From an optimization exercise on the open Yosys and OpenROAD flow, aimed at small area, a short achievable clock period and few clock cycles per item; shortcuts taken in it are not production practice. In this exercise RTL edits were held to simulation tests only and were not proved equivalent to the original. Power and IR drop assume default switching activity.

==> design.v <==
module mcdf(
  input clk_i,
  input rstn_i,
  input [1:0]  cmd_i,
  input [8-1:0] cmd_addr_i,
  input [32-1:0] cmd_data_i,
  output[32-1:0] cmd_data_o,
  input [31:0] ch0_data_i,
  input  ch0_vld_i,
  input [31:0] ch1_data_i,
  input  ch1_vld_i,
  input [31:0] ch2_data_i,
  input  ch2_vld_i,
  output  ch0_ready_o,
  output  ch1_ready_o,
  output  ch2_ready_o,
  input  fmt_grant_i,
  output [1:0] fmt_chid_o,
  output fmt_req_o,
  output [5:0]  fmt_length_o,
  output [31:0] fmt_data_o,
  output fmt_start_o,
  output fmt_end_o );
reg [5:0] creg0, creg1, creg2;           
wire cmd_wr = (cmd_i == 2'b10);
wire cmd_rd = (cmd_i == 2'b01);
wire wr0 = cmd_wr & (cmd_addr_i == 8'h00);
wire wr1 = cmd_wr & (cmd_addr_i == 8'h04);
wire wr2 = cmd_wr & (cmd_addr_i == 8'h08);
always @(posedge clk_i or negedge rstn_i)
  if (!rstn_i) begin
    creg0 <= 6'h07; creg1 <= 6'h07; creg2 <= 6'h07;
  end else begin
    if (wr0) creg0 <= cmd_data_i[5:0];
    if (wr1) creg1 <= cmd_data_i[5:0];
    if (wr2) creg2 <= cmd_data_i[5:0];
  end
wire [2:0] en = {creg2[0], creg1[0], creg0[0]};
wire [2:0] en_n = {wr2 ? cmd_data_i[0] : creg2[0],
                   wr1 ? cmd_data_i[0] : creg1[0],
                   wr0 ? cmd_data_i[0] : creg0[0]};
function [4:0] lmask;
  input [2:0] code;
  case (code)
    3'd0: lmask = 5'd3;
    3'd1: lmask = 5'd7;
    3'd2: lmask = 5'd15;
    default: lmask = 5'd31;
  endcase
endfunction
function [2:0] code_of;
  input [1:0] ch;
  case (ch)
    2'd0: code_of = creg0[5:3];
    2'd1: code_of = creg1[5:3];
    default: code_of = creg2[5:3];
  endcase
endfunction
reg  [1023:0] ring;           
reg  [2:0]    rdy_r;          
reg  [2:0]    wsel_r;         
reg  [1:0]    ich;            
reg           in_busy;        
reg  [4:0]    in_cnt;         
reg           in_last;        
reg  [4:0]    nw;             
reg  [5:0]    free;           
reg           f0, f31, f32;   
reg  [4:0]    k;              
reg           k30;            
reg  [3:0]    count;          
reg  [1:0]    pq [0:7];       
reg           gnt_ok;
reg           req_r;
reg           start_r, end_r, sending;
reg  [4:0]    out_idx;
reg  [1:0]    chid_r;
reg  [5:0]    len_r;
reg  [5:0]    cmd_data_r;
wire [2:0] vld = {ch2_vld_i, ch1_vld_i, ch0_vld_i};
wire acc = |(rdy_r & vld);                   
wire [1:0] rdy_ch = {rdy_r[2], rdy_r[1]};
assign ch0_ready_o = rdy_r[0];
assign ch1_ready_o = rdy_r[1];
assign ch2_ready_o = rdy_r[2];
wire [2:0] ich_oh = {ich == 2'd2, ich == 2'd1, ich == 2'd0};
wire [4:0] in_mask = lmask(code_of(ich));
wire [31:0] r31 = ring[1023:992];
wire [31:0] r0_n = ({32{wsel_r[0]}} & ch0_data_i) |
                   ({32{wsel_r[1]}} & ch1_data_i) |
                   ({32{wsel_r[2]}} & ch2_data_i) |
                   ({32{~(|wsel_r)}} & r31);
always @(posedge clk_i)
  ring <= {ring[991:0], r0_n};
assign fmt_data_o = r31;
wire has_head = (count != 4'd0);
wire head_inprog = (count == 4'd1) & in_busy;
wire at_tap = (~sending & k30) | end_r;
wire st_base = has_head & gnt_ok & at_tap;
wire emp = f32 | (f31 & sending);            
wire [3:0] cnt_a = count - {3'd0, start_r};  
wire [2:0] cand = vld & en & ~rdy_r;
reg  [2:0] pick;
always @(*) begin
  pick = 3'b000;
  case (ich)
    2'd0: if (cand[1]) pick = 3'b010; else if (cand[2]) pick = 3'b100; else if (cand[0]) pick = 3'b001;
          else if (en[0]) pick = 3'b001; else if (en[1]) pick = 3'b010; else if (en[2]) pick = 3'b100;
    2'd1: if (cand[2]) pick = 3'b100; else if (cand[0]) pick = 3'b001; else if (cand[1]) pick = 3'b010;
          else if (en[1]) pick = 3'b010; else if (en[2]) pick = 3'b100; else if (en[0]) pick = 3'b001;
    default:
          if (cand[0]) pick = 3'b001; else if (cand[1]) pick = 3'b010; else if (cand[2]) pick = 3'b100;
          else if (en[2]) pick = 3'b100; else if (en[0]) pick = 3'b001; else if (en[1]) pick = 3'b010;
  endcase
end
wire start0 = st_base & ~head_inprog;
wire start1 = st_base & (~head_inprog | in_last);
wire snd_keep = sending & ~end_r;
wire snd0 = start0 | snd_keep;
wire snd1 = start1 | snd_keep;
wire al0 = (nw == 5'd31);
wire f0_0  = f0 & ~sending;
wire f0_1  = ((free == 6'd1) & ~sending) | (f0 & sending);
wire f32_0 = f32 | (f31 & sending);
wire f32_1 = f32 & sending;
wire f31_0 = (f31 & ~sending) | ((free == 6'd30) & sending);
wire f31_1 = (f32 & ~sending) | (f31 & sending);
wire wok0 = (al0 & (~f0_0 | snd0)) | f32_0 | (f31_0 & snd0);
wire wok1 = (~f0_1 | snd1) | f32_1 | (f31_1 & snd1);
wire [2:0] sel0 = in_busy ? (ich_oh & en) : pick;
wire [2:0] sel1 = in_busy ? (in_last ? pick : (ich_oh & en)) : (rdy_r & en);
wire [2:0] kill = {wr2 & ~cmd_data_i[0], wr1 & ~cmd_data_i[0], wr0 & ~cmd_data_i[0]};
wire [2:0] wsel_n = acc ? (sel1 & {3{wok1}}) : (sel0 & {3{wok0}});
wire busy1 = ~in_busy | ~in_last;
wire start_d = acc ? start1 : start0;
integer i;
reg [2:0] busy;
always @(*) begin
  busy = 3'b000;
  if (in_busy) busy = busy | ich_oh;
  if (sending) busy = busy | {chid_r == 2'd2, chid_r == 2'd1, chid_r == 2'd0};
  for (i = 0; i < 8; i = i + 1)
    if (i < count)
      busy = busy | {pq[i] == 2'd2, pq[i] == 2'd1, pq[i] == 2'd0};
end
wire push = acc & ~in_busy;
always @(posedge clk_i or negedge rstn_i)
  if (!rstn_i) begin
    rdy_r <= 3'b000;
    wsel_r <= 3'b000;
    ich <= 2'd0;
    in_busy <= 1'b0;
    in_cnt <= 5'd0;
    in_last <= 1'b0;
    nw <= 5'd0;
    free <= 6'd32;
    f0 <= 1'b0; f31 <= 1'b0; f32 <= 1'b1;
    k <= 5'd0;
    k30 <= 1'b0;
    count <= 4'd0;
    gnt_ok <= 1'b0;
    req_r <= 1'b0;
    start_r <= 1'b0;
    end_r <= 1'b0;
    sending <= 1'b0;
    out_idx <= 5'd0;
    chid_r <= 2'd0;
    len_r <= 6'd32;
    cmd_data_r <= 6'd0;
  end else begin
    wsel_r <= wsel_n;
    rdy_r <= wsel_n & ~kill;
    if (push) ich <= rdy_ch;
    in_busy <= acc ? busy1 : in_busy;
    if (acc) in_cnt <= in_busy ? in_cnt + 5'd1 : 5'd1;
    if (acc) in_last <= in_busy & ((in_cnt + 5'd1) == in_mask);
    nw <= acc ? 5'd0 : nw + 5'd1;
    free <= acc ? (free + {5'd0, sending} - 6'd1) : (free + {5'd0, sending});
    f0  <= acc ? f0_1  : f0_0;
    f32 <= acc ? f32_1 : f32_0;
    f31 <= acc ? f31_1 : f31_0;
    k <= (acc & emp) ? 5'd0 : (sending ? 5'd31 : k + 5'd1);
    k30 <= ~(acc & emp) & ~sending & (k == 5'd29);
    count <= push ? cnt_a + 4'd1 : cnt_a;
    gnt_ok <= ~start_r & (gnt_ok | (req_r & fmt_grant_i));
    req_r <= (cnt_a > 4'd1) | ((cnt_a == 4'd1) & (push | ~start_d)) | ((cnt_a == 4'd0) & push);
    start_r <= start_d;
    sending <= acc ? snd1 : snd0;
    end_r <= snd_keep & ({1'b0, out_idx} == len_r - 6'd2);
    out_idx <= snd_keep ? out_idx + 5'd1 : 5'd0;
    if (~snd_keep) begin
      chid_r <= pq[0];
      len_r <= {1'b0, lmask(code_of(pq[0]))} + 6'd1;
    end
    if (cmd_rd)
      case (cmd_addr_i)
        8'h00: cmd_data_r <= creg0;
        8'h04: cmd_data_r <= creg1;
        8'h08: cmd_data_r <= creg2;
        8'h10:  cmd_data_r <= busy[0] ? free : 6'd32;
        8'h14:  cmd_data_r <= busy[1] ? free : 6'd32;
        8'h18:  cmd_data_r <= busy[2] ? free : 6'd32;
        default: ;
      endcase
  end
always @(posedge clk_i)
  for (i = 0; i < 8; i = i + 1)
    if (~in_busy && cnt_a == i)      
      pq[i] <= rdy_ch;
    else if (start_r)
      pq[i] <= (i < 7) ? pq[(i + 1) % 8] : pq[7];
assign fmt_req_o = req_r;
assign fmt_start_o = start_r;
assign fmt_end_o = end_r;
assign fmt_chid_o = chid_r;
assign fmt_length_o = len_r;
assign cmd_data_o = {26'd0, cmd_data_r};
endmodule
==> run.sh <==
#!/bin/bash
# synth_recipe.tcl (not shown) runs the flow's synth.tcl, then flattens the netlist and writes it again
# the make line also repeats each setting of config.mk as NAME=value (left out here)
make -C /OpenROAD-flow-scripts/flow DESIGN_CONFIG=/design/flow/config.mk WORK_HOME=/design/flow/orfs CLKGATE_MAP_FILE= SYNTH_SCRIPT=/design/flow/synth_recipe.tcl finish
==> config.mk <==
export PLATFORM = sky130hd
export DESIGN_NAME = mcdf
export DESIGN_NICKNAME = mcdf
export VERILOG_FILES = /design/flow/design.v
export SDC_FILE = /design/flow/constraint.sdc
export NUM_CORES = 4
export LEC_CHECK = 0
export ABC_CLOCK_PERIOD_IN_PS = 2000
export CAP_MARGIN = 20
export CORE_MARGIN = 2
export CORE_UTILIZATION = 45
export CTS_BUF_LIST = sky130_fd_sc_hd__clkbuf_16
export CTS_CLUSTER_DIAMETER = 50
export CTS_CLUSTER_SIZE = 40
export PLACE_DENSITY = 0.6
export SETUP_SLACK_MARGIN = 4.0
export SLEW_MARGIN = 20
==> constraint.sdc <==
create_clock -name core_clock -period 6.0 [get_ports {clk_i}]
set_input_delay 1.2000 -clock core_clock [delete_from_list [all_inputs] [get_ports {clk_i}]]
set_output_delay 1.2000 -clock core_clock [all_outputs]
set_load 0.01 [all_outputs]
==> out/qor.yml, run 1 <==
ff2ff_setup_slack_ps: 3700
post-route-drc-count: 0
ys_seq_elements: 1119
met3_usage: 0.03358
fp.coreArea_sq_mm: 0.06002
initial_core_util: 0.4527
cts_htree_levels: 3
critPathArrivalTime_ps: 1240
die_h_um: 249.7
die_w_um: 249.7
pwr-share-seq: 0.569
drtIter0Drc: 624
critPathTopFamily: "flip-flops"
syn_inst: 1763
grt_pass1_vias: 12940
clkLatencyLatePin_ps: 640
worstHoldStart: "ring[252]$_DFF_P_"
ys_warn_count: 2
syn_to_final_growth_pct: 25.51
grt_max_degree: 80
ys_async_sr_fraction: 0.07060
cts_made_buffers: 82
outcome: "timing/DRC/antenna clean"
p_sw_frac: 0.2483
nNetsFinal: 2201
relSlewSlack: 0.5111
critPathLaunch: "len_r[5]$_DFFE_PN1N_"
vdd_drop_max_mv: 0.2915
gp_congestion: 0.8355
place_worst_setup_slack_ps: 2523
crit_path_end_kind: "primary output"
synth_edf_count: 16
grtUsageMet1: 0.1967
dp_hpwl_um: 24570
ys_seq_area_frac: 0.8454
p_sw_w: 0.004246
critPathSlowestCell: "dfstp_2"
syn_area_per_cell_sq_um: 15.41
ys_types: 71
rsz0062_at_grt: "yes"
clkTransAtPathRegs_ps: 100
setup_viol: 0
ctsHoldBuffers: 0
clock.fmax_mhz: 409.3
grt_overflow_total: 0
reg2reg_from: "rdy_r[2]$_DFF_PN0_"
slowest_delay_ps: 540
worst_slew_pin_slew_ps: 733.3
path_max_fanout: 2
finalHoldViolations: 0
grt.met2_usage: 0.2078
worst-path-stages: 1
finalMaxSlewViolations: 0
avgViaCountPerCell: 4.473
p_comb_frac: 0.086
cts_tree: "done"
powerDensity_mw_per_mm2: 501.3
grt_first_pass_wirelength_um: 69260
die_area_sq_mm: 0.06237
grt_usage: 0.1393
path_class: "register to primary output"
hold_class: "register to register"
endpoint: "fmt_length_o[5]"
vias: 12920
layout_commonest_cell: "dfxtp_1"
antenna_found_initial: 2
top_usage_layer: "met2"
cts_root_buf: "clkbuf_16"
period_share: 0.4072
synth_ff_type: "dfxtp_1"
crit_path_cell_trace: "buf_6"
cts.path.max_buffers: 3
reg2reg_depth: 15
start_kind: "register"
p_leak_nw: 14.12
fin_crit_ps: 2443
p_clk_frac: 0.344
setup_tns_ps: 0
placementRows: 90
min_path_cells: 0
wirelength_um: 43560
cp_num_buf_inv: 1
ios: 222
portBuffers: 167
drt_pre_antenna_iters: 5
cp.required_ps: 4800
wire_per_inst_um: 15.08
final_cell_mix: "dfxtp_1, clkdlybuf4s50_1, nand2_1, clkbuf_16, buf_4"
setup_slack_ps: 3557
layout-drive-gt1-share: 0.2383
syn_area_sq_mm: 0.02717
drv_cap: 0
clkSinkCount: 1119
fin_skew_ps: 49.20
route.antenna.remaining_nets: 0
antenna_cells: 0
p_int_w: 0.01285
reg2reg_to: "in_cnt[1]$_DFFE_PN0N_"
## power groups by stage
stage	clock (W)	sequential (W)	combinational, W
after floorplan	0	0.00960	0.000818
after global placement	0	0.00987	0.00104
after detailed placement	0	0.00989	0.00105
after CTS	0.00607	0.00979	0.00130
after global routing	0.00635	0.00993	0.00160
final	0.00589	0.00973	0.00148
## cell type report
| cell class | instances | area (sq um) |
|---|---|---|
| inverters | 29 | 120.1 |
| clock buffers | 84 | 2102 |
| multi-input cells | 540 | 4300 |
| repair buffers | 266 | 2589 |
| fillers | 4706 | 25910 |
| flip-flops and latches | 1119 | 23050 |
| well taps | 782 | 978.4 |
| clock inverters | 69 | 968.4 |
## sequential cells by signal, summed over array words and instances, names as in the netlist, 6 cells and up
| signal | flops |
|---|---|
| creg1 | 6 |
| ring | 1024 |
| creg0 | 6 |
| free | 6 |
| creg2 | 6 |
| cmd_data_r | 6 |
| pq | 16 |
## what timing repair did
action | in CTS | in global routing
pin swaps | 28 | 29
gates resized for setup | 417 | 76
setup buffers | 60 | 32
hold endpoints to repair | 0 | 0
cloned | 3 | 0
setup endpoints to repair | 141 | 125
## per-stage QoR
step	hold WS (ps)	util	instance area (sq um)	power, W	std cells
floorplan	309.6	-	27480	0.01042	1790
global placement	309.5	0.4912	29480	0.01091	2641
detailed placement	312.1	0.4912	29480	0.01095	2641
CTS	273.0	0.5581	33500	0.01716	2857
global route	273.9	0.5683	34110	0.01788	2889
finish	283.5	0.5683	34110	0.01710	2889
## worst min-delay path by stage
| stage | endpoint | slack, ps |
|---|---|---|
| 6_report | ring[284]$_DFF_P_ | 280 |
| 5_1_grt | ring[284]$_DFF_P_ | 270 |
| 4_1_cts | ring[284]$_DFF_P_ | 270 |
| 3_5_place_dp | ring[116]$_DFF_P_ | 310 |
| 3_3_place_gp | ring[735]$_DFF_P_ | 310 |
| 2_1_floorplan | ring[1000]$_DFF_P_ | 310 |
## layer usage
metal  vias to the layer above  routed length (um)
met5                         -                   0
met4                         0                1343
met3                       116                1980
met2                       296               18860
met1                      6207               21380
li1                       6304                   -
## Yosys cell counts (10+ instances only)
master       n  area [sq um]
dfxtp_1   1024         20500
nand2_1    106         397.9
dfrtp_1     67          1677
buf_4       61         457.9
nor2_1      41         153.9
a222oi_1    33         330.3
clkbuf_1    32         120.1
mux2_2      32         360.4
inv_1       28         105.1
nand2b_1    27         168.9
o21ai_0     26         130.1
a21oi_1     25         125.1
nor3_1      22         110.1
ha_1        19         237.7
nand3_1     17         85.08
edfxtp_1    16         480.5
xor2_1      15         131.4
xnor2_1     14         122.6
dfstp_2     12         315.3
mux2i_1     10         100.1
## kinds of logic after synthesis
logic type / Yosys count / synth area share
muxes: 42 / 0.01694
buffers and inverters: 132 / 0.02753
AOI/OAI and AO/OA: 155 / 0.04370
adders and majority gates: 19 / 0.008749
and+or+nand+nor: 266 / 0.04821
other: 1 / 0.0001380
DFF: 1119 / 0.8454
xor gates and xnor gates: 29 / 0.009347
## worst register-to-register path, cell delays in order, from the launching register on
cell      delay [ps]
dfrtp_2          440
buf_6            130
buf_6            100
buf_12           120
a222oi_1         310
buf_4            210
buf_6            110
buf_6             90
buf_6             80
buf_6             80
buf_6             80
buf_6             80
buf_6            120
buf_8            130
nand2_1           50
o31ai_1           70
Testbench counts, summed over its fixed seeds: cycles 3,336, items 3,072.
==> inputs of run 2 (changes only) <==
==> config.mk (replaced) <==
export PLATFORM = sky130hd
export DESIGN_NAME = mcdf
export DESIGN_NICKNAME = mcdf
export VERILOG_FILES = /design/flow/design.v
export SDC_FILE = /design/flow/constraint.sdc
export NUM_CORES = 4
export LEC_CHECK = 0
export ABC_CLOCK_PERIOD_IN_PS = 2400
export CAP_MARGIN = 20
export CORE_MARGIN = 2
export CORE_UTILIZATION = 80
export CTS_BUF_LIST = sky130_fd_sc_hd__clkbuf_16
export CTS_CLUSTER_DIAMETER = 55
export CTS_CLUSTER_SIZE = 45
export PLACE_DENSITY = 0.88
export SETUP_SLACK_MARGIN = 3.6
export SLEW_MARGIN = 20
==> run 2 against run 1 <==
The run now fails in clock tree synthesis. Synthesized area unchanged. Synthesized cell count stayed put.
==> out/qor.yml, run 2 <==
clkSinkCount: 1119
cts_resized: 302
tool.error: "[ERROR DPL-0033] detailed placement checks failed during check placement."
initial_core_util: 0.8104
cts_setup_buffers: 43
ys_types: 71
placementRows: 67
syn_inst: 1763
synth_edf_count: 16
synth.most_common_cell: "dfxtp_1"
ys_async_sr_fraction: 0.07060
syn_area_sq_mm: 0.02717
dp_cells: 2306
ys_seq_elements: 1119
gp_congestion: 0.8386
dp_hpwl_um: 37710
cts_root_buf: "clkbuf_16"
ios: 222
synth_common_cells: "dfxtp_1, nand2_1, dfrtp_1, buf_4, nor2_1"
netlist.area_leader.share: 0.7544
die_w_um: 188.3
cts_htree_levels: 2
ys_seq_area_frac: 0.8454
ys_top_cells_by_area: "dfxtp_1, dfrtp_1, edfxtp_1"
portBuffers: 167
ys_warn_count: 2
syn_area_per_cell_sq_um: 15.41
place_worst_setup_slack_ps: 2418
synth_ff_type: "dfxtp_1"
die_h_um: 188.3
cts.path.max_buffers: 3
stop_stage: "clock tree synthesis"
ctsHoldBuffers: 0
yosys.area.top_type: "dfxtp_1"
outcome: "aborted with a tool error"
cts_made_buffers: 40
## run 2: power by group through the flow
stage                     Clock (W)  Sequential [W]  Combinational [W]
after detailed placement          0          0.0101            0.00113
after global placement            0         0.00986           0.000976
after floorplan                   0         0.00960           0.000781
## run 2: stage by stage
step / power [W] / cell area, sq um
detailed placement: 0.01119 / 28970
global placement: 0.01084 / 28970
floorplan: 0.01039 / 27390
## run 2: cells by family after synthesis
family,synth area share
AOI/OAI and AO/OA,0.04370
DFF,0.8454
adders and majority gates,0.008749
xor gates and xnor gates,0.009347
and+or+nand+nor,0.04821
other,0.0001380
muxes,0.01694
buffers and inverters,0.02753
## run 2: worst min-delay path by stage
| stage | from | to | slack (ps) | cells past startpoint |
|---|---|---|---|---|
| 2_1_floorplan | ring[968]$_DFF_P_ | ring[1000]$_DFF_P_ | 310 | 0 |
| 3_5_place_dp | ring[121]$_DFF_P_ | ring[153]$_DFF_P_ | 310 | 0 |
| 3_3_place_gp | ring[976]$_DFF_P_ | ring[1008]$_DFF_P_ | 310 | 0 |
==> inputs of run 3 (changes only) <==
--- a/config.mk
+++ b/config.mk
@@ -8,10 +8,10 @@
 export ABC_CLOCK_PERIOD_IN_PS = 2400
 export CAP_MARGIN = 20
 export CORE_MARGIN = 2
-export CORE_UTILIZATION = 80
+export CORE_UTILIZATION = 45
 export CTS_BUF_LIST = sky130_fd_sc_hd__clkbuf_16
 export CTS_CLUSTER_DIAMETER = 55
 export CTS_CLUSTER_SIZE = 45
-export PLACE_DENSITY = 0.88
+export PLACE_DENSITY = 0.6
 export SETUP_SLACK_MARGIN = 3.6
 export SLEW_MARGIN = 20
==> run 3 against run 2 <==
Now clean on timing, DRC and antenna. Synthesized cell count unchanged. Synthesized area did not move.
==> out/qor.yml, run 3 <==
largest_registers: "ring: 1024 flops, pq: 16 flops"
ys_async_sr_fraction: 0.07060
grt_usage: 0.1331
placementRows: 90
highest_layer: "met4"
clkTransAtPathRegs_ps: 90
relSlewSlack: 0.3959
top_register: "ring"
grt_overflow_total: 0
ys_top_cells_by_area: "dfxtp_1, dfrtp_1, edfxtp_1"
vias: 12500
ctsHoldBuffers: 0
syn_area_sq_mm: 0.02717
period_share: 0.4034
layout_commonest_cell: "dfxtp_1"
antenna_found_initial: 1
synth_edf_count: 16
syn_to_final_growth_pct: 17.47
clock.fmax_mhz: 413.1
setup_tns_ps: 0
ys_seq_area_frac: 0.8454
cts.path.max_buffers: 3
slowest_delay_ps: 540
timing.hold.ws_ps: 307.1
fp.coreArea_sq_mm: 0.06002
cts_tree: "done"
grt_max_degree: 80
largest_reg_flops: 1024
setup_slack_ps: 3579
synth_ff_type: "dfxtp_1"
outcome: "timing/DRC/antenna clean"
dp_hpwl_um: 24590
dr_wl_met2_um: 17150
powerDensity_mw_per_mm2: 491.0
setup_viol: 0
fin_crit_ps: 2421
netlist.area_leader.share: 0.7544
ys_warn_count: 2
start_kind: "register"
drtIter0Drc: 710
grt_first_pass_wirelength_um: 66120
finalHoldViolations: 0
finalMaxSlewViolations: 0
critPathArrivalTime_ps: 1220
met1_length_um: 20380
path_max_fanout: 2
layout-drive-gt1-share: 0.1614
route.antenna.remaining_nets: 0
syn_inst: 1763
worst_slew_pin_slew_ps: 906.1
die_w_um: 249.7
crit_path_end_kind: "primary output"
initial_core_util: 0.4527
gp_congestion: 0.8111
ios: 222
drv_cap: 0
critPathSlowestCell: "dfstp_2"
crit_path_cell_trace: "buf_6"
antenna_cells: 0
hold_class: "register to register"
synth.most_common_cell: "dfxtp_1"
fin_skew_ps: 39.31
dr_wl_met3_um: 2097
cp.required_ps: 4800
wirelength_um: 41200
grt_pass1_vias: 12490
place_worst_setup_slack_ps: 2528
cts_htree_levels: 3
cp_num_buf_inv: 1
p_leak_nw: 13.21
avgViaCountPerCell: 4.482
clkLatencyLatePin_ps: 610
post-route-drc-count: 0
wire_per_inst_um: 14.77
yosys.area.top_type: "dfxtp_1"
nNetsFinal: 2120
die_h_um: 249.7
die_area_sq_mm: 0.06237
rsz0062_at_grt: "yes"
final_cell_mix: "dfxtp_1, clkdlybuf4s50_1, nand2_1, clkbuf_16, dfrtp_1"
path_class: "register to primary output"
vdd_drop_max_mv: 0.2319
ys_seq_elements: 1119
ys_types: 71
drt_pre_antenna_iters: 6
cts_made_buffers: 66
clkSinkCount: 1119
syn_area_per_cell_sq_um: 15.41
portBuffers: 167
synth_common_cells: "dfxtp_1, nand2_1, dfrtp_1, buf_4, nor2_1"
critPathTopFamily: "flip-flops"
cts_root_buf: "clkbuf_16"
[run 3: cell counts after synthesis]
Identical to the previous run, type by type.
[run 3: worst paths after layout]
kind | startpoint | to | slack, ps | cells past startpoint
max | len_r[5]$_DFFE_PN1N_ | fmt_length_o[5] | 3580 | 1
min | ring[429]$_DFF_P_ | ring[461]$_DFF_P_ | 310 | 0
max reg2reg | count[1]$_DFF_PN0_ | cmd_data_r[4]$_DFFE_PN0P_ | 3700 | 6
min reg2reg | ring[429]$_DFF_P_ | ring[461]$_DFF_P_ | 310 | 0
max in group asynchronous | rstn_i | rdy_r[1]$_DFF_PN0_ | 4780 | 1
min in group asynchronous | rstn_i | out_idx[4]$_DFF_PN0_ | 630 | 1
[run 3: what timing repair did]
action | 4_1_cts | 5_1_grt
cloned | 1 | 0
setup buffers | 26 | 4
setup endpoints to repair | 85 | 71
resized for setup | 261 | 32
pin swaps | 6 | 7
[run 3: through the flow]
step                power (W)  std cells  utilization  instance area, sq um
floorplan             0.01039       1790            -                 27390
global placement      0.01087       2640       0.4897                 29390
detailed placement    0.01092       2640       0.4897                 29390
CTS                   0.01586       2785       0.5298                 31800
global route          0.01641       2789       0.5319                 31920
finish                0.01567       2789       0.5319                 31920
[run 3: per-layer routing]
metal	track usage	vias to the layer above
met5	0	-
met4	0.06076	0
met3	0.03233	115
met2	0.1924	274
met1	0.1891	5981
li1	-	6131
[run 3: final cells by class]
class,count,area (sq um)
Multi-Input combinational cell,539,3737
Sequential cell,1119,23030
Inverter,29,113.9
Tap cell,782,978.4
Fill cell,4928,28100
Clock buffer,70,1752
Timing Repair Buffer,202,1728
Clock inverter,48,584.3
[run 3: power by group]
group          total, W  switching [W]  internal (W)
clock network   0.00490        0.00258       0.00233
registers       0.00973       0.000551       0.00918
logic           0.00104       0.000574      0.000468
total            0.0157        0.00370        0.0120
[run 3: kinds of logic (layout without fill, tap and decap cells)]
family	count (synthesis)	after routing	share of synthesized area
flops	1119	1119	0.8454
simple gates	266	266	0.04821
compound gates	155	155	0.04370
buf+inv	132	349	0.02753
mux	42	42	0.01694
xor+xnor	29	29	0.009347
fa+ha+maj	19	19	0.008749
other cells	1	28	0.0001380
[run 3: worst reg2reg max path, delay by kind of cell, from the launching register on]
family	cells	cell delay [ps]
AOI/OAI and AO/OA	3	760
DFF	1	490
and+or+nand+nor	3	930
==> inputs of run 4 (changes only) <==
==> flow/run.sh (new file) <==
#!/bin/bash
set -e
export BUFFER_PORTS_ARGS="-buffer_cell sky130_fd_sc_hd__buf_1"
export CTS_ARGS="-sink_clustering_enable -repair_clock_nets -sink_clustering_size 45 -sink_clustering_max_diameter 55 -buf_list sky130_fd_sc_hd__clkbuf_16 -dont_use_dummy_load"
bash standard.sh > standard.log 2>&1
==> standard.sh (new file) <==
#!/bin/bash
# synth_recipe.tcl (not shown) runs the flow's synth.tcl, then flattens the netlist and writes it again
# the make line also repeats each setting of config.mk as NAME=value (left out here)
make -C /OpenROAD-flow-scripts/flow DESIGN_CONFIG=/design/flow/config.mk WORK_HOME=/design/flow/orfs CLKGATE_MAP_FILE= SYNTH_SCRIPT=/design/flow/synth_recipe.tcl "${@:-finish}"
removed: run.sh
==> run 4 against run 3 <==
Still clean. Cell count fell by 2.9%. Worst hold slack got worse by 59 ps. Wire length fell by 4.1%. Clock-buffer cell count fell by 13. Die area did not move. Sequential power barely moved. Critical endpoint is now ch1_ready_o.
==> out/qor.yml, run 4 <==
rsz0062_at_grt: "yes"
period_share: 0.4058
drt_pre_antenna_iters: 7
grt_usage: 0.1256
antenna_found_initial: 0
fin_skew_ps: 75.78
ys_top_cells_by_area: "dfxtp_1, dfrtp_1, edfxtp_1"
cts_tree: "done"
finalPower_w: 0.01442
seqCellArea_sq_mm: 0.02301
yosys.area.top_type: "dfxtp_1"
crit_path_end_kind: "primary output"
p_leak_nw: 12.20
final_area_sq_mm: 0.03004
avgViaCountPerCell: 4.512
p_sw_frac: 0.2206
reg2reg_from: "ich[0]$_DFFE_PN0P_"
largest_registers: "ring: 1024 flops, pq: 16 flops"
p_sw_w: 0.003181
start_kind: "register"
cts_made_buffers: 57
reg2reg_depth: 6
largest_reg_flops: 1024
grt_first_pass_wirelength_um: 63000
relSlewSlack: 0.3868
ys_warn_count: 2
path_class: "register to primary output"
ys_seq_area_frac: 0.8454
cp_num_buf_inv: 1
crit_path_cell_trace: "buf_6"
clkLatencyLatePin_ps: 650
synth_common_cells: "dfxtp_1, nand2_1, dfrtp_1, buf_4, nor2_1"
cts_htree_levels: 2
path_max_fanout: 2
portBuffers: 167
clkSinkCount: 1119
ys_async_sr_fraction: 0.07060
multi_input_area_sq_mm: 0.003685
outcome: "timing/DRC/antenna clean"
vias: 12220
ios: 222
syn_to_final_growth_pct: 10.54
fin_crit_ps: 2435
drv_cap: 0
syn_area_sq_mm: 0.02717
ff2ff_setup_slack_ps: 3690
holdPathEnd: "ring[157]$_DFF_P_"
wirelength_um: 39510
top_register: "ring"
fp.coreArea_sq_mm: 0.06002
layout-drive-gt1-share: 0.1028
setup_tns_ps: 0
post-route-drc-count: 0
synth_ff_type: "dfxtp_1"
cp.required_ps: 4800
critPathArrivalTime_ps: 1230
n_fill_cell: 5063
clock.fmax_mhz: 410.7
p_comb_frac: 0.065
grt_pass1_vias: 11830
slowest_delay_ps: 520
finalHoldViolations: 0
die_area_sq_mm: 0.06237
grt_max_degree: 80
antenna_cells: 0
timing.hold.ws_ps: 247.9
nNetsFinal: 2092
critPathTopFamily: "flip-flops"
route.antenna.remaining_nets: 0
syn_inst: 1763
synth.most_common_cell: "dfxtp_1"
initial_core_util: 0.4527
worstHoldStart: "ring[125]$_DFF_P_"
syn_area_per_cell_sq_um: 15.41
placementRows: 90
pwr-share-seq: 0.674
ys_types: 71
p_int_w: 0.01124
netlist.area_leader.share: 0.7544
p_clk_frac: 0.261
ys_seq_elements: 1119
cts_root_buf: "clkbuf_16"
final_cell_mix: "dfxtp_1, buf_1, nand2_1, clkbuf_16, dfrtp_1"
hold_class: "register to register"
dp_hpwl_um: 23850
vdd_drop_max_mv: 0.2619
min_path_cells: 0
critPathSlowestCell: "dfrtp_4"
gp_congestion: 0.7992
drtIter0Drc: 637
die_w_um: 249.7
setup_viol: 0
finalMaxSlewViolations: 0
die_h_um: 249.7
powerDensity_mw_per_mm2: 480.0
grt_overflow_total: 0
placed_area_sq_mm: 0.02835
ctsHoldBuffers: 0
wire_per_inst_um: 14.58
reg2reg_to: "cmd_data_r[4]$_DFFE_PN0P_"
worst_slew_pin_slew_ps: 919.8
layout_commonest_cell: "dfxtp_1"
finish.utilization: 0.5004
clkTransAtPathRegs_ps: 120
cts.path.max_buffers: 3
synth_edf_count: 16
## run 4: timing repair
action | CTS | global route
setup buffers | 8 | 3
cloned | 0 | 1
resized for setup | 42 | 30
setup endpoints to repair | 53 | 54
pin swaps | 0 | 3
## run 4: metrics by stage
| stage | setup slack (ps) | instances |
|---|---|---|
| after floorplan | 3371 | 1790 |
| after global placement | 2913 | 2640 |
| after detailed placement | 2881 | 2640 |
| after CTS | 3533 | 2705 |
| after global routing | 3533 | 2709 |
| final | 3565 | 2709 |
## run 4: worst max path at each step
stage          depth (start not counted)  slack [ps]              endpoint          startpoint
6_report                               1        3570           ch1_ready_o  rdy_r[1]$_DFF_PN0_
5_1_grt                                1        3530           ch1_ready_o  rdy_r[1]$_DFF_PN0_
4_1_cts                                1        3530           ch1_ready_o  rdy_r[1]$_DFF_PN0_
3_5_place_dp                           7        2880    rdy_r[1]$_DFF_PN0_           ch1_vld_i
3_3_place_gp                           7        2910    rdy_r[1]$_DFF_PN0_           ch1_vld_i
2_1_floorplan                          6        3370  creg1[3]$_DFFE_PN0P_       cmd_addr_i[0]
## run 4: layout make-up
type | count | area share
Sequential cell | 1119 | 0.7662
Multi-Input combinational cell | 539 | 0.1227
Clock buffer | 57 | 0.04749
Tap cell | 782 | 0.03258
Timing Repair Buffer | 183 | 0.02733
Inverter | 29 | 0.003749
## run 4: layer usage
layer / vias to the layer above / global-route usage / wire length (um)
li1: 5994 / - / -
met5: - / 0 / 0
met4: 0 / 0.04750 / 1193
met2: 265 / 0.1798 / 16260
met1: 5880 / 0.1879 / 20010
met3: 83 / 0.02461 / 2038
## run 4: cells by family (layout without fill, tap and decap cells)
family / count (synthesis) / in the layout / share of synthesized area
xor gates and xnor gates: 29 / 29 / 0.009347
DFF: 1119 / 1119 / 0.8454
AOI/OAI and AO/OA: 155 / 155 / 0.04370
muxes: 42 / 42 / 0.01694
and+or+nand+nor: 266 / 266 / 0.04821
adders and majority gates: 19 / 19 / 0.008749
buffers and inverters: 132 / 269 / 0.02753
other: 1 / 28 / 0.0001380
## run 4: power by group through the flow
| stage | logic [W] | clock network [W] | registers [W] |
|---|---|---|---|
| final | 0.000938 | 0.00376 | 0.00972 |
| after global routing | 0.00105 | 0.00415 | 0.00991 |
| after CTS | 0.000931 | 0.00389 | 0.00976 |
| after detailed placement | 0.000896 | 0 | 0.00988 |
| after global placement | 0.000867 | 0 | 0.00986 |
| after floorplan | 0.000781 | 0 | 0.00960 |
==> inputs of run 5 (changes only) <==
==> flow/run.sh (replaced) <==
#!/bin/bash
set -e
export BUFFER_PORTS_ARGS="-buffer_cell sky130_fd_sc_hd__buf_2"
export CTS_ARGS="-sink_clustering_enable -repair_clock_nets -sink_clustering_size 45 -sink_clustering_max_diameter 55 -buf_list sky130_fd_sc_hd__clkbuf_16 -dont_use_dummy_load"
bash standard.sh > standard.log 2>&1
==> run 5 against run 4 <==
Clock power about the same. Die area unchanged. Wire length up 0.20%. Largest power group unchanged. Synthesized area unchanged. Worst hold slack better by 23 ps. Clock skew up 1.1 ps. Design area up 0.79%. Combinational power up 3.6%. Worst setup slack better by 19 ps. Non-clock buffer count up 3. Synthesized cell count unchanged. Sequential share of layout area down 0.58 points.
==> out/qor.yml, run 5 <==
setup_viol: 0
cts_made_buffers: 58
final_cell_mix: "dfxtp_1, buf_2, nand2_1, clkbuf_16, dfrtp_1"
finalMaxSlewViolations: 0
nNetsFinal: 2096
ys_top_cells_by_area: "dfxtp_1, dfrtp_1, edfxtp_1"
finalHoldViolations: 0
cp_num_buf_inv: 1
synth_common_cells: "dfxtp_1, nand2_1, dfrtp_1, buf_4, nor2_1"
cts_htree_levels: 2
fin_skew_ps: 76.86
timing.hold.ws_ps: 270.9
placementRows: 90
grt_pass1_vias: 12070
setup_tns_ps: 0
synth.most_common_cell: "dfxtp_1"
ys_seq_elements: 1119
place_worst_setup_slack_ps: 2900
ys_types: 71
cts_root_buf: "clkbuf_16"
cts_tree: "done"
ios: 222
layout_commonest_cell: "dfxtp_1"
n_fill_cell: 5005
yosys.area.top_type: "dfxtp_1"
critPathTopFamily: "flip-flops"
synth_edf_count: 16
outcome: "timing/DRC/antenna clean"
drtIter0Drc: 778
period_share: 0.4026
top_register: "ring"
path_class: "register to primary output"
layout-drive-gt1-share: 0.1807
critPathArrivalTime_ps: 1220
vdd_drop_max_mv: 0.2503
antenna_found_initial: 2
relSlewSlack: 0.3807
ys_warn_count: 2
setup_slack_ps: 3584
fin_crit_ps: 2416
cp.required_ps: 4800
initial_core_util: 0.4527
drt_pre_antenna_iters: 6
synth_ff_type: "dfxtp_1"
die_area_sq_mm: 0.06237
hold_class: "register to register"
crit_path_cell_trace: "buf_6"
drv_cap: 0
ys_seq_area_frac: 0.8454
path_max_fanout: 2
finalPower_w: 0.01449
rsz0062_at_grt: "yes"
clock.fmax_mhz: 413.9
crit_path_end_kind: "primary output"
slowest_delay_ps: 510
ys_async_sr_fraction: 0.07060
post-route-drc-count: 0
netlist.area_leader.share: 0.7544
p_leak_nw: 12.65
grt_first_pass_wirelength_um: 63420
wire_per_inst_um: 14.57
syn_area_sq_mm: 0.02717
syn_to_final_growth_pct: 11.41
grt_overflow_total: 0
clkTransAtPathRegs_ps: 120
die_w_um: 249.7
vias: 12060
start_kind: "register"
dp_hpwl_um: 24160
wirelength_um: 39590
clkLatencyLatePin_ps: 640
gp_congestion: 0.8000
largest_registers: "ring: 1024 flops, pq: 16 flops"
portBuffers: 167
route.antenna.remaining_nets: 0
die_h_um: 249.7
syn_inst: 1763
clkSinkCount: 1119
grt_max_degree: 80
powerDensity_mw_per_mm2: 478.5
multi_input_area_sq_mm: 0.003695
fp.coreArea_sq_mm: 0.06002
final_area_sq_mm: 0.03027
avgViaCountPerCell: 4.437
seqCellArea_sq_mm: 0.02302
grt_usage: 0.1261
placed_area_sq_mm: 0.02857
worst_slew_pin_slew_ps: 928.9
syn_area_per_cell_sq_um: 15.41
critPathSlowestCell: "dfrtp_4"
largest_reg_flops: 1024
cts.path.max_buffers: 3
-- run 5: cell counts after synthesis --
No cell type changed its count.
-- run 5: final cells by class --
cell class	instances	share of cell area
Tap cell	782	0.03232
Inverter	29	0.003720
Timing Repair Buffer	186	0.03327
Sequential cell	1119	0.7604
Multi-Input combinational cell	539	0.1220
Clock buffer	58	0.04794
Antenna cell	4	0.0003306
-- run 5: report_power, final --
group | switching [W] | total (W) | leakage [nW] | internal (W)
clock network | 0.00208 | 0.00379 | 0.715 | 0.00171
registers | 0.000549 | 0.00973 | 9.53 | 0.00918
logic | 0.000560 | 0.000972 | 2.41 | 0.000412
-- run 5: stage by stage --
step                std cells  utilization
global route             2713       0.5042
finish                   2717       0.5044
global placement         2641       0.4759
detailed placement       2641       0.4759
CTS                      2708       0.5023
floorplan                1790            -
-- run 5: kinds of logic (layout without fill, tap and decap cells) --
| family | after synthesis | after routing | share of synthesized area |
|---|---|---|---|
| flops | 1119 | 1119 | 0.8454 |
| simple gates | 266 | 266 | 0.04821 |
| compound gates | 155 | 155 | 0.04370 |
| buf+inv | 132 | 273 | 0.02753 |
| mux | 42 | 42 | 0.01694 |
| xor+xnor | 29 | 29 | 0.009347 |
| fa+ha+maj | 19 | 19 | 0.008749 |
| other cells | 1 | 32 | 0.0001380 |
-- run 5: worst paths after layout --
path / end / depth (start not counted) / from / slack (ps)
setup / recovery: ch1_ready_o / 1 / rdy_r[1]$_DFF_PN0_ / 3580
hold / removal: ring[569]$_DFF_P_ / 0 / ring[537]$_DFF_P_ / 270
setup reg to reg: cmd_data_r[3]$_DFFE_PN0P_ / 6 / count[1]$_DFF_PN0_ / 3740
hold reg to reg: ring[569]$_DFF_P_ / 0 / ring[537]$_DFF_P_ / 270
max in group asynchronous: in_busy$_DFFE_PN0N_ / 2 / rstn_i / 4660
min in group asynchronous: cmd_data_r[1]$_DFFE_PN0P_ / 2 / rstn_i / 740
-- run 5: repair_timing --
| action | CTS | global route |
|---|---|---|
| endpoints found under the hold margin | 0 | 0 |
| hold buffers | 0 | 0 |
| gates cloned | 0 | 1 |
| buffers inserted | 9 | 4 |
| pin swaps | 0 | 5 |
| gates resized for setup | 31 | 20 |
| endpoints found under the setup margin | 50 | 50 |
-- run 5: per-layer routing --
metal | part of all wire | wire, um | vias to the layer above | track usage
met3 | 0.041 | 1621 | 71 | 0.02534
met2 | 0.42 | 16580 | 228 | 0.1839
li1 | - | - | 6021 | -
met5 | 0 | 0 | - | 0
met1 | 0.51 | 20380 | 5736 | 0.1855
met4 | 0.025 | 1002 | 0 | 0.04664
==> inputs of run 6 (changes only) <==
--- a/config.mk
+++ b/config.mk
@@ -12,6 +12,7 @@
 export CTS_BUF_LIST = sky130_fd_sc_hd__clkbuf_16
 export CTS_CLUSTER_DIAMETER = 55
 export CTS_CLUSTER_SIZE = 45
+export GPL_TIMING_DRIVEN = 0
 export PLACE_DENSITY = 0.6
 export SETUP_SLACK_MARGIN = 3.6
 export SLEW_MARGIN = 20
==> run 6 against run 5 <==
Still clean. Synthesized cell count did not move. First-iteration DRC count fell by 11%. Global-route usage rose by 0.99 points. Sequential cell count did not move. Sequential share of layout area fell by 2.6 points. Combinational power rose by 34%. Critical path type unchanged. Largest power group unchanged.
==> out/qor.yml, run 6 <==
largest_reg_flops: 1024
finish.utilization: 0.5221
vias: 12580
finalPower_w: 0.01480
p_comb_frac: 0.088
outcome: "timing/DRC/antenna clean"
synth_ff_type: "dfxtp_1"
ys_types: 71
final_cell_mix: "dfxtp_1, buf_2, nand2_1, buf_6, dfrtp_1"
fin_crit_ps: 2413
gp_congestion: 0.8437
drt_pre_antenna_iters: 6
initial_core_util: 0.4527
syn_area_sq_mm: 0.02717
syn_area_per_cell_sq_um: 15.41
ys_seq_elements: 1119
finalHoldViolations: 0
crit_path_cell_trace: "buf_6, buf_6"
netlist.area_leader.share: 0.7544
cts_tree: "done"
hold_class: "register to register"
synth.most_common_cell: "dfxtp_1"
ys_warn_count: 2
p_sw_w: 0.003261
clkSinkCount: 1119
grt_pass1_vias: 12620
layout_commonest_cell: "dfxtp_1"
path_common_cell: "buf_6"
timing.hold.ws_ps: 273.9
wirelength_um: 42030
ctsHoldBuffers: 0
finalMaxSlewViolations: 0
clock.fmax_mhz: 414.4
antenna_found_initial: 4
start_kind: "register"
largest_registers: "ring: 1024 flops, pq: 16 flops"
p_sw_frac: 0.2203
crit_path_end_kind: "primary output"
powerDensity_mw_per_mm2: 472.3
ys_seq_area_frac: 0.8454
synth_edf_count: 16
ios: 222
cts_htree_levels: 2
cts_made_buffers: 59
p_clk_frac: 0.259
clkTransAtPathRegs_ps: 120
cp_num_buf_inv: 2
placementRows: 90
critPathTopFamily: "flip-flops"
die_area_sq_mm: 0.06237
grt_usage: 0.1360
dp_hpwl_um: 26690
fin_skew_ps: 115.8
relSlewSlack: 0.3537
ys_async_sr_fraction: 0.07060
drv_cap: 0
synth_common_cells: "dfxtp_1, nand2_1, dfrtp_1, buf_4, nor2_1"
cts_root_buf: "clkbuf_16"
grt_max_degree: 49
die_w_um: 249.7
path_class: "register to primary output"
p_int_w: 0.01154
critPathArrivalTime_ps: 1210
critPathSlowestCell: "dfxtp_2"
vdd_drop_max_mv: 0.2435
yosys.area.top_type: "dfxtp_1"
nNetsFinal: 2200
clkLatencyLatePin_ps: 660
setup_tns_ps: 0
syn_inst: 1763
wire_per_inst_um: 14.91
drtIter0Drc: 696
fp.coreArea_sq_mm: 0.06002
post-route-drc-count: 0
p_leak_nw: 13.21
path_max_fanout: 2
setup_viol: 0
pwr-share-seq: 0.653
grt_overflow_total: 0
avgViaCountPerCell: 4.463
rsz0062_at_grt: "yes"
slowest_delay_ps: 350
placed_area_sq_mm: 0.02924
final_area_sq_mm: 0.03134
cts.path.max_buffers: 3
layout-drive-gt1-share: 0.2123
grt_first_pass_wirelength_um: 67450
route.antenna.remaining_nets: 0
period_share: 0.4022
ys_top_cells_by_area: "dfxtp_1, dfrtp_1, edfxtp_1"
syn_to_final_growth_pct: 15.32
die_h_um: 249.7
portBuffers: 166
top_register: "ring"
cp.required_ps: 4800
worst_slew_pin_slew_ps: 969.5
## run 6: cell types whose count changed in the layout (fill, tap and decap cells not counted), moves of 10 or more
cell	previous run	this run
buf_6	4	70
clkbuf_1	0	26
buf_2	163	135
dfxtp_2	13	29
dfxtp_1	1009	992
dfrtp_1	52	62
buf_4	18	50
## run 6: worst paths after layout
check | end | slack [ps] | cells past startpoint | startpoint
setup / recovery | fmt_data_o[23] | 3590 | 2 | ring[1015]$_DFF_P_
hold / removal | ring[656]$_DFF_P_ | 270 | 0 | ring[624]$_DFF_P_
setup reg to reg | cmd_data_r[5]$_DFFE_PN0P_ | 3630 | 6 | count[1]$_DFF_PN0_
hold reg to reg | ring[656]$_DFF_P_ | 270 | 0 | ring[624]$_DFF_P_
max in group asynchronous | creg0[0]$_DFFE_PN1P_ | 4750 | 2 | rstn_i
min in group asynchronous | out_idx[3]$_DFF_PN0_ | 560 | 1 | rstn_i
## run 6: per-layer routing
metal	GRT usage	up-vias	wire, um
met3	0.02785	76	2090
met4	0.04750	0	1162
met1	0.1960	6008	20830
met5	0	-	0
met2	0.2039	267	17950
li1	-	6229	-
## run 6: worst register-to-register path: cells and delay by family, from the launching register on
family                 cells  cell delay (ps)
flip-flops                 1              380
AO/OA/AOI/OAI              4             1160
AND/OR/NAND/NOR            1              590
buffers and inverters      1              140
## run 6: per-stage QoR
step / worst slack, ps / cells
3_5_place_dp: 2799 / 2739
5_1_grt: 3527 / 2817
3_3_place_gp: 2862 / 2738
2_1_floorplan: 3371 / 1790
4_1_cts: 3531 / 2812
6_report: 3587 / 2819
## run 6: area by class of cell
cell class	instances	area, sq um
diodes	2	5.005
fillers	5010	28680
multi-input cells	539	3714
flip-flops and latches	1119	23030
plain buffers	103	812.0
repair buffers	186	1216
well taps	782	978.4
clock buffers	59	1476
inverters	29	108.9
## run 6: power groups by stage
stage | Clock (W) | Sequential [W] | Combinational, W
finish | 0.00383 | 0.00967 | 0.00130
global route | 0.00423 | 0.00985 | 0.00144
CTS | 0.00398 | 0.00971 | 0.00129
detailed placement | 0 | 0.00981 | 0.00114
global placement | 0 | 0.00979 | 0.00112
floorplan | 0 | 0.00960 | 0.000781
## run 6: logic make-up after synthesis
group | after synthesis | synth area share
flops | 1119 | 0.8454
simple gates | 266 | 0.04821
mux | 42 | 0.01694
xor+xnor | 29 | 0.009347
other cells | 1 | 0.0001380
fa+ha+maj | 19 | 0.008749
compound gates | 155 | 0.04370
buf+inv | 132 | 0.02753
## run 6: timing repair
action	4_1_cts	5_1_grt
endpoints found under the setup margin	62	86
buffers inserted	14	5
pin swaps	1	4
gates resized for setup	112	20
gates cloned	0	0
==> inputs of run 7 (changes only) <==
--- a/config.mk
+++ b/config.mk
@@ -12,7 +12,6 @@
 export CTS_BUF_LIST = sky130_fd_sc_hd__clkbuf_16
 export CTS_CLUSTER_DIAMETER = 55
 export CTS_CLUSTER_SIZE = 45
-export GPL_TIMING_DRIVEN = 0
-export PLACE_DENSITY = 0.6
+export PLACE_DENSITY = 0.5
 export SETUP_SLACK_MARGIN = 3.6
 export SLEW_MARGIN = 20
==> run 7 against run 6 <==
Worst hold slack got worse by 5.1 ps. Worst setup slack got worse by 24 ps. Critical path depth fell by 1. Non-clock buffer count fell by 101.
==> out/qor.yml, run 7 <==
cts.path.max_buffers: 3
path_class: "register to primary output"
syn_to_final_growth_pct: 11.68
finalHoldViolations: 0
grt_pass1_vias: 12010
ys_warn_count: 2
setup_slack_ps: 3563
ios: 222
placed_area_sq_mm: 0.02857
fp.coreArea_sq_mm: 0.06002
clkLatencyLatePin_ps: 650
setup_tns_ps: 0
clkSinkCount: 1119
outcome: "timing/DRC/antenna clean"
grt_usage: 0.1309
worst_slew_pin_slew_ps: 1025
yosys.area.top_type: "dfxtp_1"
wire_per_inst_um: 14.85
die_h_um: 249.7
nNetsFinal: 2101
cts_htree_levels: 2
path_max_fanout: 2
ys_types: 71
initial_core_util: 0.4527
cp_num_buf_inv: 1
cp.required_ps: 4800
ys_seq_elements: 1119
crit_path_cell_trace: "buf_6"
timing.hold.ws_ps: 268.8
route.antenna.remaining_nets: 0
clkTransAtPathRegs_ps: 90
rsz0062_at_grt: "yes"
ys_async_sr_fraction: 0.07060
ys_top_cells_by_area: "dfxtp_1, dfrtp_1, edfxtp_1"
place_worst_setup_slack_ps: 2897
largest_registers: "ring: 1024 flops, pq: 16 flops"
syn_area_sq_mm: 0.02717
setup_viol: 0
vdd_drop_max_mv: 0.2319
gp_congestion: 0.7664
synth.most_common_cell: "dfxtp_1"
ctsHoldBuffers: 0
syn_inst: 1763
portBuffers: 167
fin_crit_ps: 2437
die_w_um: 249.7
final_area_sq_mm: 0.03035
period_share: 0.4062
cts_made_buffers: 61
powerDensity_mw_per_mm2: 480.6
wirelength_um: 40370
drt_pre_antenna_iters: 9
ys_seq_area_frac: 0.8454
critPathArrivalTime_ps: 1240
start_kind: "register"
cts_tree: "done"
drtIter0Drc: 661
finalMaxSlewViolations: 0
post-route-drc-count: 0
critPathSlowestCell: "dfrtp_4"
layout-drive-gt1-share: 0.1792
finish.utilization: 0.5056
antenna_found_initial: 2
crit_path_end_kind: "primary output"
drv_cap: 0
synth_common_cells: "dfxtp_1, nand2_1, dfrtp_1, buf_4, nor2_1"
syn_area_per_cell_sq_um: 15.41
layout_commonest_cell: "dfxtp_1"
cts_root_buf: "clkbuf_16"
slowest_delay_ps: 510
grt_first_pass_wirelength_um: 65050
synth_ff_type: "dfxtp_1"
avgViaCountPerCell: 4.446
grt_overflow_total: 0
hold_class: "register to register"
fin_skew_ps: 63.60
clock.fmax_mhz: 410.3
synth_edf_count: 16
p_leak_nw: 12.70
die_area_sq_mm: 0.06237
n_fill_cell: 5048
critPathTopFamily: "flip-flops"
placementRows: 90
netlist.area_leader.share: 0.7544
dp_hpwl_um: 24250
final_cell_mix: "dfxtp_1, buf_2, nand2_1, clkbuf_16, dfrtp_1"
largest_reg_flops: 1024
relSlewSlack: 0.3167
grt_max_degree: 80
vias: 12090
top_register: "ring"
==> run 7: changes by cell type in the layout (fill, tap and decap cells not counted), sizes merged <==
cell	before	now
inv	28	27
clkinvlp	0	1
diode	2	1
buf	258	188
clkbuf	90	61
==> run 7: cells by family (layout without fill, tap and decap cells) <==
| family | count (synthesis) | in the layout | synth area share |
|---|---|---|---|
| compound gates | 155 | 155 | 0.04370 |
| xor+xnor | 29 | 29 | 0.009347 |
| fa+ha+maj | 19 | 19 | 0.008749 |
| buf+inv | 132 | 278 | 0.02753 |
| flops | 1119 | 1119 | 0.8454 |
| mux | 42 | 42 | 0.01694 |
| other cells | 1 | 29 | 0.0001380 |
| simple gates | 266 | 266 | 0.04821 |
==> run 7: path summary, 6_finish.rpt <==
path / from / endpoint / slack, ps / cells after the start
setup / recovery: rdy_r[1]$_DFF_PN0_ / ch1_ready_o / 3560 / 1
hold / removal: ring[850]$_DFF_P_ / ring[882]$_DFF_P_ / 270 / 0
setup reg to reg: count[0]$_DFF_PN0_ / cmd_data_r[0]$_DFFE_PN0P_ / 3690 / 6
hold reg to reg: ring[850]$_DFF_P_ / ring[882]$_DFF_P_ / 270 / 0
max in group asynchronous: rstn_i / rdy_r[1]$_DFF_PN0_ / 4770 / 1
min in group asynchronous: rstn_i / out_idx[1]$_DFF_PN0_ / 650 / 1
==> run 7: metrics by stage <==
stage | cells | power (W)
final | 2719 | 0.01459
after global routing | 2719 | 0.01533
after CTS | 2710 | 0.01479
after detailed placement | 2641 | 0.01080
after global placement | 2641 | 0.01079
after floorplan | 1790 | 0.01039
==> run 7: what timing repair did <==
action	4_1_cts	5_1_grt
endpoints found under the setup margin	47	37
setup buffers	8	8
pin swaps	1	6
resized for setup	30	17
==> run 7: per-layer routing <==
metal,track usage,routed length (um),vias to the layer above
li1,-,-,6021
met4,0.05146,1315,0
met5,0,0,-
met3,0.02764,2301,89
met1,0.1922,20240,5751
met2,0.1889,16510,228
==> run 7: power breakdown <==
group	total, W	switching, W	internal (W)	leakage (nW)
Combinational	0.000951	0.000535	0.000417	2.43
Sequential	0.00973	0.000558	0.00917	9.52
Clock	0.00390	0.00211	0.00179	0.752
==> run 7: cell type report <==
cell class                 count  area [sq um]  area share
tap                          782         978.4     0.03224
antenna                        1         2.502  0.00008246
timing repair buffer         188          1045     0.03443
clock buffer                  61          1526     0.05030
multi-input combinational    539          3676      0.1211
sequential                  1119         23010      0.7581
inverter                      29         112.6    0.003711
==> inputs of run 8 (changes only) <==
--- a/config.mk
+++ b/config.mk
@@ -12,6 +12,6 @@
 export CTS_BUF_LIST = sky130_fd_sc_hd__clkbuf_16
 export CTS_CLUSTER_DIAMETER = 55
 export CTS_CLUSTER_SIZE = 45
-export PLACE_DENSITY = 0.5
-export SETUP_SLACK_MARGIN = 3.6
+export PLACE_DENSITY = 0.6
+export SETUP_SLACK_MARGIN = 3.4
 export SLEW_MARGIN = 20
==> run 8 against run 7 <==
Via count increased by 1.7%. Critical path depth unchanged. Sequential share of layout area rose by 0.52 points. Still clean on timing, DRC and antenna. Sequential cell count did not move. Synthesized area unchanged. Global-route usage fell by 0.12 points. Cell count fell by 0.48%. Clock power barely moved. Sequential power about the same.
==> out/qor.yml, run 8 <==
fp.coreArea_sq_mm: 0.06002
dp_cells: 2643
place_worst_setup_slack_ps: 2878
gp_congestion: 0.8227
ys_seq_elements: 1119
nNetsFinal: 2089
path_class: "register to primary output"
crit_path_cell_trace: "buf_2"
ios: 222
clkSinkCount: 1119
worstHoldStart: "ring[63]$_DFF_P_"
drv_cap: 0
relSlewSlack: 0.5088
die_h_um: 249.7
n_fill_cell: 5052
path_max_fanout: 15
synth.most_common_cell: "dfxtp_1"
fin_skew_ps: 75.32
placementRows: 90
antenna_found_initial: 3
clkLatencyLatePin_ps: 650
final_cells: 2706
setup_tns_ps: 0
layout_commonest_cell: "dfxtp_1"
drtIter0Drc: 611
dp_hpwl_um: 24720
drt_pre_antenna_iters: 6
yosys.area.top_type: "dfxtp_1"
ys_async_sr_fraction: 0.07060
reg2reg_to: "rdy_r[1]$_DFF_PN0_"
setup_viol: 0
final_cell_mix: "dfxtp_1, buf_2, nand2_1, clkbuf_16, dfrtp_1"
crit_path_end_kind: "primary output"
critPathTopFamily: "flip-flops"
critPathLaunch: "rdy_r[1]$_DFF_PN0_"
wire_per_inst_um: 14.92
vdd_drop_max_mv: 0.2786
post-route-drc-count: 0
finalMaxSlewViolations: 0
layout-drive-gt1-share: 0.1564
syn_area_per_cell_sq_um: 15.41
ys_top_cells_by_area: "dfxtp_1, dfrtp_1, edfxtp_1"
grt_overflow_total: 0
synth_common_cells: "dfxtp_1, nand2_1, dfrtp_1, buf_4, nor2_1"
rsz0062_at_grt: "no"
grt_pass1_vias: 12010
cts_htree_levels: 2
cts_tree: "done"
reg2reg_from: "in_busy$_DFFE_PN0N_"
worst_slew_pin_slew_ps: 732.9
critPathSlowestCell: "dfrtp_4"
syn_to_final_growth_pct: 10.81
cts_made_buffers: 61
grt_usage: 0.1297
final_area_sq_mm: 0.03011
cp.required_ps: 4800
syn_inst: 1763
cp_num_buf_inv: 1
outcome: "timing/DRC/antenna clean"
finish.utilization: 0.5017
cts_root_buf: "clkbuf_16"
largest_registers: "ring: 1024 flops, pq: 16 flops"
ys_seq_area_frac: 0.8454
powerDensity_mw_per_mm2: 483.1
synth_ff_type: "dfxtp_1"
hold_class: "register to register"
fin_crit_ps: 2550
start_kind: "register"
ys_types: 71
grt_max_degree: 42
holdPathEnd: "ring[95]$_DFF_P_"
cts.path.max_buffers: 3
reg2reg_depth: 6
placed_area_sq_mm: 0.02856
ctsHoldBuffers: 0
route.antenna.remaining_nets: 0
wirelength_um: 40390
critPathArrivalTime_ps: 1350
initial_core_util: 0.4527
syn_area_sq_mm: 0.02717
portBuffers: 167
die_w_um: 249.7
clock.fmax_mhz: 392.2
period_share: 0.4249
clkTransAtPathRegs_ps: 100
vias: 12300
ys_warn_count: 2
largest_reg_flops: 1024
grt_first_pass_wirelength_um: 64350
synth_edf_count: 16
ff2ff_setup_slack_ps: 3560
netlist.area_leader.share: 0.7544
die_area_sq_mm: 0.06237
finalHoldViolations: 0
min_path_cells: 0
avgViaCountPerCell: 4.545
p_leak_nw: 12.62
setup_slack_ps: 3450
antenna_cells: 0
slowest_delay_ps: 590
top_register: "ring"
## run 8: cells by family after synthesis
| logic type | synth area share |
|---|---|
| AOI/OAI and AO/OA | 0.04370 |
| xor gates and xnor gates | 0.009347 |
| muxes | 0.01694 |
| adders and majority gates | 0.008749 |
| other | 0.0001380 |
| buffers and inverters | 0.02753 |
| DFF | 0.8454 |
| and+or+nand+nor | 0.04821 |
## run 8: how the worst max path moves through the flow
| stage | to | slack, ps | cells after the start |
|---|---|---|---|
| after floorplan | creg1[3]$_DFFE_PN0P_ | 3370 | 6 |
| after global placement | creg1[1]$_DFFE_PN1P_ | 2950 | 6 |
| after detailed placement | creg1[2]$_DFFE_PN1P_ | 2880 | 6 |
| after CTS | ch1_ready_o | 3380 | 1 |
| after global routing | rdy_r[1]$_DFF_PN0_ | 3400 | 6 |
| final | ch1_ready_o | 3450 | 1 |
## run 8: cell type report
type,count,area (sq um),share of cell area
flip-flops and latches,1119,22980,0.7633
multi-input cells,539,3595,0.1194
clock buffers,61,1526,0.05069
well taps,782,978.4,0.03249
repair buffers,176,915.9,0.03042
inverters,29,112.6,0.003740
## run 8: metal layers
| layer | track usage | vias up | wire length [um] |
|---|---|---|---|
| met5 | 0 | - | 0 |
| met4 | 0.04578 | 0 | 1032 |
| li1 | - | 5985 | - |
| met1 | 0.1919 | 5971 | 20520 |
| met2 | 0.1900 | 253 | 16840 |
| met3 | 0.02482 | 89 | 1990 |
## run 8: repair_timing
| item | 4_1_cts | 5_1_grt |
|---|---|---|
| gates cloned | 0 | 0 |
| pin swaps | 0 | 0 |
| gates resized for setup | 3 | 3 |
| setup endpoints to repair | 3 | 9 |
| setup buffers | 0 | 2 |
| hold endpoints to repair | 0 | 0 |
## run 8: through the flow
| step | total power (W) | hold WS, ps |
|---|---|---|
| floorplan | 0.01038 | 309.6 |
| global placement | 0.01076 | 310.2 |
| detailed placement | 0.01081 | 312.1 |
| CTS | 0.01475 | 237.7 |
| global route | 0.01527 | 225.9 |
| finish | 0.01455 | 250.5 |
## run 8: where the power goes
| group | switching, W | internal (W) | total (W) |
|---|---|---|---|
| combinational | 0.000541 | 0.000384 | 0.000925 |
| sequential | 0.000562 | 0.00916 | 0.00973 |
| clock | 0.00210 | 0.00179 | 0.00390 |
==> inputs of run 9 (changes only) <==
==> flow/run.sh (replaced) <==
#!/bin/bash
set -e
export BUFFER_PORTS_ARGS="-buffer_cell sky130_fd_sc_hd__buf_2"
export CTS_ARGS="-sink_clustering_enable -repair_clock_nets -sink_clustering_size 40 -sink_clustering_max_diameter 50 -buf_list sky130_fd_sc_hd__clkbuf_16 -dont_use_dummy_load"
bash standard.sh > standard.log 2>&1
--- a/config.mk
+++ b/config.mk
@@ -8,10 +8,10 @@
 export ABC_CLOCK_PERIOD_IN_PS = 2400
 export CAP_MARGIN = 20
 export CORE_MARGIN = 2
-export CORE_UTILIZATION = 45
+export CORE_UTILIZATION = 55
 export CTS_BUF_LIST = sky130_fd_sc_hd__clkbuf_16
 export CTS_CLUSTER_DIAMETER = 55
 export CTS_CLUSTER_SIZE = 45
-export PLACE_DENSITY = 0.6
-export SETUP_SLACK_MARGIN = 3.4
+export PLACE_DENSITY = 0.68
+export SETUP_SLACK_MARGIN = 3.6
 export SLEW_MARGIN = 20
==> run 9 against run 8 <==
Still clean on timing, DRC and antenna. Sequential cell count unchanged. Die area fell by 18%. Synthesized area is the same. Wire length fell by 1.3%. Largest cell class unchanged. Largest power group unchanged.
==> out/qor.yml, run 9 <==
ys_top_cells_by_area: "dfxtp_1, dfrtp_1, edfxtp_1"
cts_tree: "done"
path_max_fanout: 2
grt_max_degree: 55
path_class: "register to primary output"
die_h_um: 226.3
critPathSlowestCell: "dfrtp_4"
portBuffers: 167
min_path_cells: 0
hold_class: "register to register"
wire_per_inst_um: 15.32
drv_cap: 0
period_share: 0.4041
ys_seq_elements: 1119
relSlewSlack: 0.5346
layout-drive-gt1-share: 0.1835
drtIter0Drc: 828
syn_inst: 1763
reg2reg_from: "start_r$_DFF_PN0_"
grt_first_pass_wirelength_um: 62390
start_kind: "register"
clkSinkCount: 1119
cp_num_buf_inv: 1
ys_warn_count: 2
powerDensity_mw_per_mm2: 482.6
die_w_um: 226.3
fin_crit_ps: 2424
top_register: "ring"
avgViaCountPerCell: 4.682
reg2reg_to: "pq[6][1]$_DFFE_PP_"
cts_made_buffers: 61
ys_types: 71
critPathLaunch: "rdy_r[1]$_DFF_PN0_"
post-route-drc-count: 0
rsz0062_at_grt: "yes"
vias: 12170
critPathTopFamily: "flip-flops"
synth.most_common_cell: "dfxtp_1"
nNetsFinal: 2100
antenna_found_initial: 0
dp_hpwl_um: 24440
finish.utilization: 0.6188
die_area_sq_mm: 0.05120
clock.fmax_mhz: 412.5
grt_overflow_total: 0
cp.required_ps: 4800
cts_root_buf: "clkbuf_16"
layout_commonest_cell: "dfxtp_1"
cts.path.max_buffers: 3
syn_to_final_growth_pct: 11.24
setup_viol: 0
ys_seq_area_frac: 0.8454
ys_async_sr_fraction: 0.07060
synth_edf_count: 16
setup_tns_ps: 0
drt_pre_antenna_iters: 6
outcome: "timing/DRC/antenna clean"
route.antenna.remaining_nets: 0
placementRows: 81
fp.coreArea_sq_mm: 0.04885
critPathArrivalTime_ps: 1220
fin_skew_ps: 58.63
syn_area_sq_mm: 0.02717
slowest_delay_ps: 510
ctsHoldBuffers: 0
clkLatencyLatePin_ps: 640
p_leak_nw: 12.71
final_cell_mix: "dfxtp_1, buf_2, nand2_1, clkbuf_16, dfrtp_1"
ios: 222
cts_htree_levels: 2
largest_reg_flops: 1024
grt_usage: 0.1557
wirelength_um: 39840
grt_pass1_vias: 11980
worstHoldStart: "ring[6]$_DFF_P_"
syn_area_per_cell_sq_um: 15.41
holdPathEnd: "ring[38]$_DFF_P_"
synth_ff_type: "dfxtp_1"
vdd_drop_max_mv: 0.3244
finalHoldViolations: 0
clkTransAtPathRegs_ps: 70
gp_congestion: 0.8439
reg2reg_depth: 8
crit_path_cell_trace: "buf_6"
crit_path_end_kind: "primary output"
ff2ff_setup_slack_ps: 3700
netlist.area_leader.share: 0.7544
largest_registers: "ring: 1024 flops, pq: 16 flops"
synth_common_cells: "dfxtp_1, nand2_1, dfrtp_1, buf_4, nor2_1"
initial_core_util: 0.5563
yosys.area.top_type: "dfxtp_1"
worst_slew_pin_slew_ps: 698.1
finalMaxSlewViolations: 0
==> run 9: cell counts after synthesis <==
Identical to the previous run, type by type.
==> run 9: timing repair <==
action,in CTS,in global routing
buffers inserted,11,3
pin swaps,0,3
resized for setup,34,22
setup endpoints to repair,52,45
==> run 9: through the flow <==
stage | std cells | total power, W | setup slack [ps] | instance area [sq um] | hold slack, ps
5_1_grt | 2599 | 0.01528 | 3533 | 30230 | 270.8
3_5_place_dp | 2524 | 0.01082 | 2945 | 28430 | 312.1
3_3_place_gp | 2524 | 0.01074 | 2972 | 28430 | 309.5
2_1_floorplan | 1790 | 0.01039 | 3371 | 27390 | 309.6
6_report | 2600 | 0.01459 | 3576 | 30230 | 267.5
4_1_cts | 2596 | 0.01474 | 3514 | 30120 | 274.3
==> run 9: per-layer routing <==
layer | part of all wire | up-vias | track usage
met5 | 0 | - | 0
li1 | - | 6022 | -
met1 | 0.49 | 5813 | 0.2252
met3 | 0.049 | 84 | 0.03201
met4 | 0.026 | 0 | 0.05390
met2 | 0.43 | 254 | 0.2342
==> run 9: kinds of logic after synthesis <==
kind of cell             after synthesis  synth area share
AND/OR/NAND/NOR                      266           0.04821
adder cells (fa/ha/maj)               19          0.008749
XOR/XNOR                              29          0.009347
AO/OA/AOI/OAI                        155           0.04370
buffers and inverters                132           0.02753
flip-flops                          1119            0.8454
multiplexers                          42           0.01694
other                                  1         0.0001380
==> run 9: worst register-to-register path, delay by kind of cell (launching register included) <==
kind,cells,cell delay [ps]
flip-flops,1,440
adder cells (fa/ha/maj),3,730
buffers and inverters,2,210
multiplexers,1,340
AND/OR/NAND/NOR,2,290
==> run 9: layout make-up <==
cell class | instances | area, sq um
Tap cell | 664 | 830.8
Sequential cell | 1119 | 23020
Multi-Input combinational cell | 539 | 3712
Fill cell | 3705 | 18620
Timing Repair Buffer | 187 | 1026
Clock buffer | 61 | 1526
Inverter | 29 | 112.6
Antenna cell | 1 | 2.502
==> run 9: power by group <==
group	internal, W	switching [W]	total, W
Clock	0.00179	0.00208	0.00388
Sequential	0.00918	0.000559	0.00974
Combinational	0.000410	0.000566	0.000977
Total	0.0114	0.00321	0.0146
==> run 9: how the worst max path moves through the flow <==
stage,endpoint,cells past startpoint
finish,ch1_ready_o,1
global route,ch1_ready_o,1
CTS,ch1_ready_o,1
detailed placement,creg1[1]$_DFFE_PN1P_,6
global placement,creg1[2]$_DFFE_PN1P_,6
floorplan,creg1[3]$_DFFE_PN0P_,6

## port drivers added, routing unchanged
Ports are ideal in the flow. The routed layouts listed here were re-timed in OpenROAD. Step 1, drivers: a clkbuf_16 drives clk_i and a buf_2 each remaining input, both assumed. Step 2, shift: input delay + t, output delay - t, t = (earliest + latest rising clock arrival at the registers) / 2. This alone moves slack from input paths to output paths. Three values: no drivers, after step 1, after step 2; two values: the first two.
| run | shift t [ns] | setup WS [ns] |
|---|---|---|
| run 1 | 0.670 | 3.557 / 3.499 / 3.126 |
| run 3 | 0.654 | 3.579 / 3.522 / 2.982 |
| run 4 | 0.654 | 3.565 / 3.507 / 3.014 |
| run 5 | 0.655 | 3.584 / 3.528 / 3.029 |
| run 6 | 0.656 | 3.587 / 3.531 / 2.974 |
| run 7 | 0.666 | 3.563 / 3.507 / 3.022 |
| run 8 | 0.663 | 3.450 / 3.393 / 2.856 |
| run 9 | 0.651 | 3.576 / 3.519 / 3.047 |
After both steps setup and hold are still met in every run listed.
